This is an optimization exercise on Yosys and OpenROAD, whose aim is small area, not a production implementation.
In this exercise RTL edits were held to simulation tests only and were not proved equivalent to the original.
Power and IR drop assume default switching activity.

Setup of the previous run:
==> flow/design.v (excerpt) <==
module sphincs_randomizer_R (
  input  wire         CLK,
  input  wire         RST,
  input  wire         start,
  input  wire [127:0] sk_prf,
  input  wire [127:0] optrand,
  input  wire [263:0] msg,
  output wire [127:0] R,
  output reg          valid
);
For scale: about 3000 cells after synthesis, ~1000 flip-flops, roughly 650 I/O pins, about 36000 um^2 of cells after synthesis.
clock: 10.0 ns
lec_check: 0
cap_margin: 20
core_margin: 2
core_utilization: 45
setup_slack_margin: 0.2
slew_margin: 20
synth_hierarchical: 1
standard.sh (not shown) runs the stock make flow with config.mk's settings and CLKGATE_MAP_FILE= SYNTH_SCRIPT=/design/flow/synth_recipe.tcl, a recipe that flattens the netlist after the stock synthesis.
==> flow/flow/run.sh <==
#!/bin/bash
# Own layout flow: the standard ORFS flow (standard.sh) with two changes
# that only affect how the layout is built:
#  - the port buffers that buffer_ports inserts on every input and output are
#    the smallest buffer cell (sky130_fd_sc_hd__buf_1) instead of the default
#    clkdlybuf4s50_1;
#  - clock tree synthesis uses clkbuf_4 with small sink clusters and
#    no dummy loads.
# Each tool's full output lands in the ORFS log folder; the make output is
# kept in standard.log.
export BUFFER_PORTS_ARGS="-buffer_cell sky130_fd_sc_hd__buf_1"
export CTS_ARGS="-sink_clustering_enable -repair_clock_nets -dont_use_dummy_load -sink_clustering_size 9 -sink_clustering_max_diameter 40 -buf_list {sky130_fd_sc_hd__clkbuf_4}"
bash standard.sh > standard.log 2>&1
Changes in the current run relative to the previous run:
--- a/flow/design.v
+++ b/flow/design.v
@@ -152,23 +152,22 @@
     end
   endfunction
   function rnd;
     input [3:0] s;
     begin rnd = s[0] & (s[2:0] != 3'd7); end
   endfunction
   wire is_round = rnd(step);
   wire is_ff    = (step[1:0] == 2'd2) | (step[2:0] == 3'd7);
   wire last     = is_round ? (cnt == 7'd127) : (cnt[3:0] == 4'd15);
   wire        wrap2  = is_round ? (cnt[6:1] == 6'd63) : (cnt[3:1] == 3'd7);
   wire [3:0]  step2  = wrap2 ? step + 4'd1 : step;
-  wire        busy2  = busy & ~(wrap2 & (step == 4'd15));
   wire [6:0]  cnt2   = wrap2 ? {6'd0, cnt[0]} : cnt + 7'd2;
   wire        p2     = cnt2[0];
   wire [5:0]  t2     = cnt2[6:1];
   wire        round2 = step2[0] & (step2[2:0] != 3'd7);
   wire        fi2    = (step2[1:0] == 2'd2);
   wire        fc2    = (step2[2:0] == 3'd7);
   wire [15:0] ad = ra[111:96], bd = ra[79:64], cd = ra[47:32], dd = ra[15:0];
   wire [15:0] ed = re[111:96], fd = re[79:64], gd = re[47:32], hd = re[15:0];
   wire [31:0] av = {p ? ra[95:80] : ra[127:112], ad};
   wire [31:0] ev = {p ? re[95:80] : re[127:112], ed};
   wire [15:0] S0d = rot16(av, 2) ^ rot16(av, 13) ^ rot16(av, 22);
@@ -226,23 +225,23 @@
       gk[i]     = re[32+i] ^ Kx[i] ^ ck[i];
       ck[i+1]   = (re[32+i] & Kx[i]) | (re[32+i] & ck[i]) | (Kx[i] & ck[i]);
     end
   end
   wire [11:0] cout = {1'b0, cs[16], m2s[15], m1s[15], ca[16], m5a[15], m4a[15],
                       ce[16], m4e[15], ck[16], m3[15], m1[15]};
   wire [511:0] key_blk = {sk_prf, 384'd0};
   wire [511:0] in1_blk = {optrand, msg, 8'h80, 48'h0, 64'h388};
   wire        kb    = ~step2[1];               
   wire        b1    = step2[1] & ~step2[3];    
   wire        b3    = step2[1] &  step2[3];    
-  wire        msgph = busy2 & round2 & (t2[5:4] == 2'd0);
+  wire        msgph = round2 & (t2[5:4] == 2'd0);
   wire [4:0]  j2    = {~t2[3:0], p2};          
   reg  [31:0] dj;
   integer k;
   always @* begin
     for (k = 0; k < 32; k = k + 1)
       dj[k] = msgph & (j2 == k);
   end
   localparam NSRC = 8 + 25 + 4 + 1 + 1;
   reg  [NSRC-1:0]    msel;
   wire [16*NSRC-1:0] mdat;
   genvar g;
@@ -256,46 +255,45 @@
   endgenerate
   assign mdat[16*33 +: 16] = rc[15:0];
   assign mdat[16*34 +: 16] = rc[207:192];
   assign mdat[16*35 +: 16] = rc[143:128];
   assign mdat[16*36 +: 16] = rc[79:64];
   assign mdat[16*37 +: 16] = rc[175:160];
   assign mdat[16*38 +: 16] = w_new;
   always @* begin
     for (k = 0; k < 8; k = k + 1)  msel[k]     = dj[k+24] & kb;
     for (k = 0; k < 25; k = k + 1) msel[k+8]   = dj[k+7] & b1;
     for (k = 0; k < 4; k = k + 1)  msel[k+33]  = msgph & b3 & ~t2[3] & (t2[1:0] == k);
-    msel[37] = busy2 & fc2;
-    msel[38] = busy2 & round2 & (t2[5:4] != 2'd0);
+    msel[37] = fc2;
+    msel[38] = round2 & (t2[5:4] != 2'd0);
   end
   wire [15:0] acc;
   sel_andor #(.N(NSRC)) u_msg (.sel(msel), .dat(mdat), .y(acc));
   wire        xf_now = ~is_round & ~is_ff;
   wire [15:0] ivd    = ivdig(xf_now ? cnt[3:0] : cnt2[3:0] + 4'd8);
   reg [15:0] cst;
   always @* begin
     cst = 16'd0;
     if (msgph & kb)
       cst = step2[3] ? 16'h5c5c : 16'h3636;
     else if (msgph & b1 & (j2 == 5'd7))
       cst = 16'h0080;
     else if (msgph & b1 & (j2 == 5'd0))
       cst = 16'h0388;
     else if (msgph & b3 & (t2[3:0] == 4'd8) & p2)
       cst = 16'h8000;
     else if (msgph & b3 & (t2[3:0] == 4'd15) & ~p2)
       cst = 16'h0300;
-    else if (busy2 & fi2)
+    else if (fi2)
       cst = ivd;
   end
-  wire        wsel = busy2 & round2 & (t2[5:4] != 2'd0);
   wire [15:0] w_in = acc ^ cst;
   wire [15:0] a_in = is_round ? a_new : (is_ff ? hd : ivd);
   wire [15:0] e_in = e_new;
   wire [15:0] c_in = (!is_round && !is_ff) ? hd : rc[15:0];
   always @(posedge CLK) begin
     ra <= {a_in, ra[127:16]};
     re <= {e_in, re[127:48], gk, re[31:16]};
     rw <= {w_in, rw[511:16]};
     rc <= {c_in, rc[255:16]};
     cf <= p ? 12'd0 : cout;
   end
## What came out
NOTE: fraction of power consumed by the clock network in the current run exceeds that of the previous run
Going from the previous run to the current run, fraction of power consumed by combinational cells went down, max-slew headroom at the worst pin went down, final worst hold slack went up.
The previous run → the current run: time the final worst path needs with I/O delays and setup climbed 0.053 ns; first-pass GRT wire length climbed 1.4%.
When the current run is set beside the previous run, its setup slack turns out to be 0.053 ns smaller.
The sequential share of layout area on the current run is in line with that on the previous run.
Diff the previous run -> the current run: number of nets in the layout dropped 0.72%; final wirelength climbed 5500 um.

## separate check: timing with driven ports
No port has a modelled driver above. Below, the same layouts with a new extraction and two added sets of constraints.
Step 1, drivers: a clkbuf_16 drives CLK and a buf_2 each remaining input, both assumed.
Step 2 times the ports against the registers' clock, not the clock port: input delays grow and output delays shrink by t, the midpoint of the rising clock arrivals with the driver on.
Three values: ideal ports, drivers, drivers and shift; two values: the first two.
| run | shift t [ns] | slack for setup (ns) | hold WS [ns] | worst register clock-pin slew, ns | pins driven straight from the clock port |
|---|---|---|---|---|---|
| the previous run | 1.063 | 0.488 / 0.488 / 0.488 | 0.226 / 0.226 / 0.226 | 0.11 / 0.11 | 1 |
| the current run | 1.005 | 0.434 / 0.434 / 0.434 | 0.250 / 0.250 / 0.250 | 0.10 / 0.10 | 1 |
After both steps every run listed still meets setup and hold.
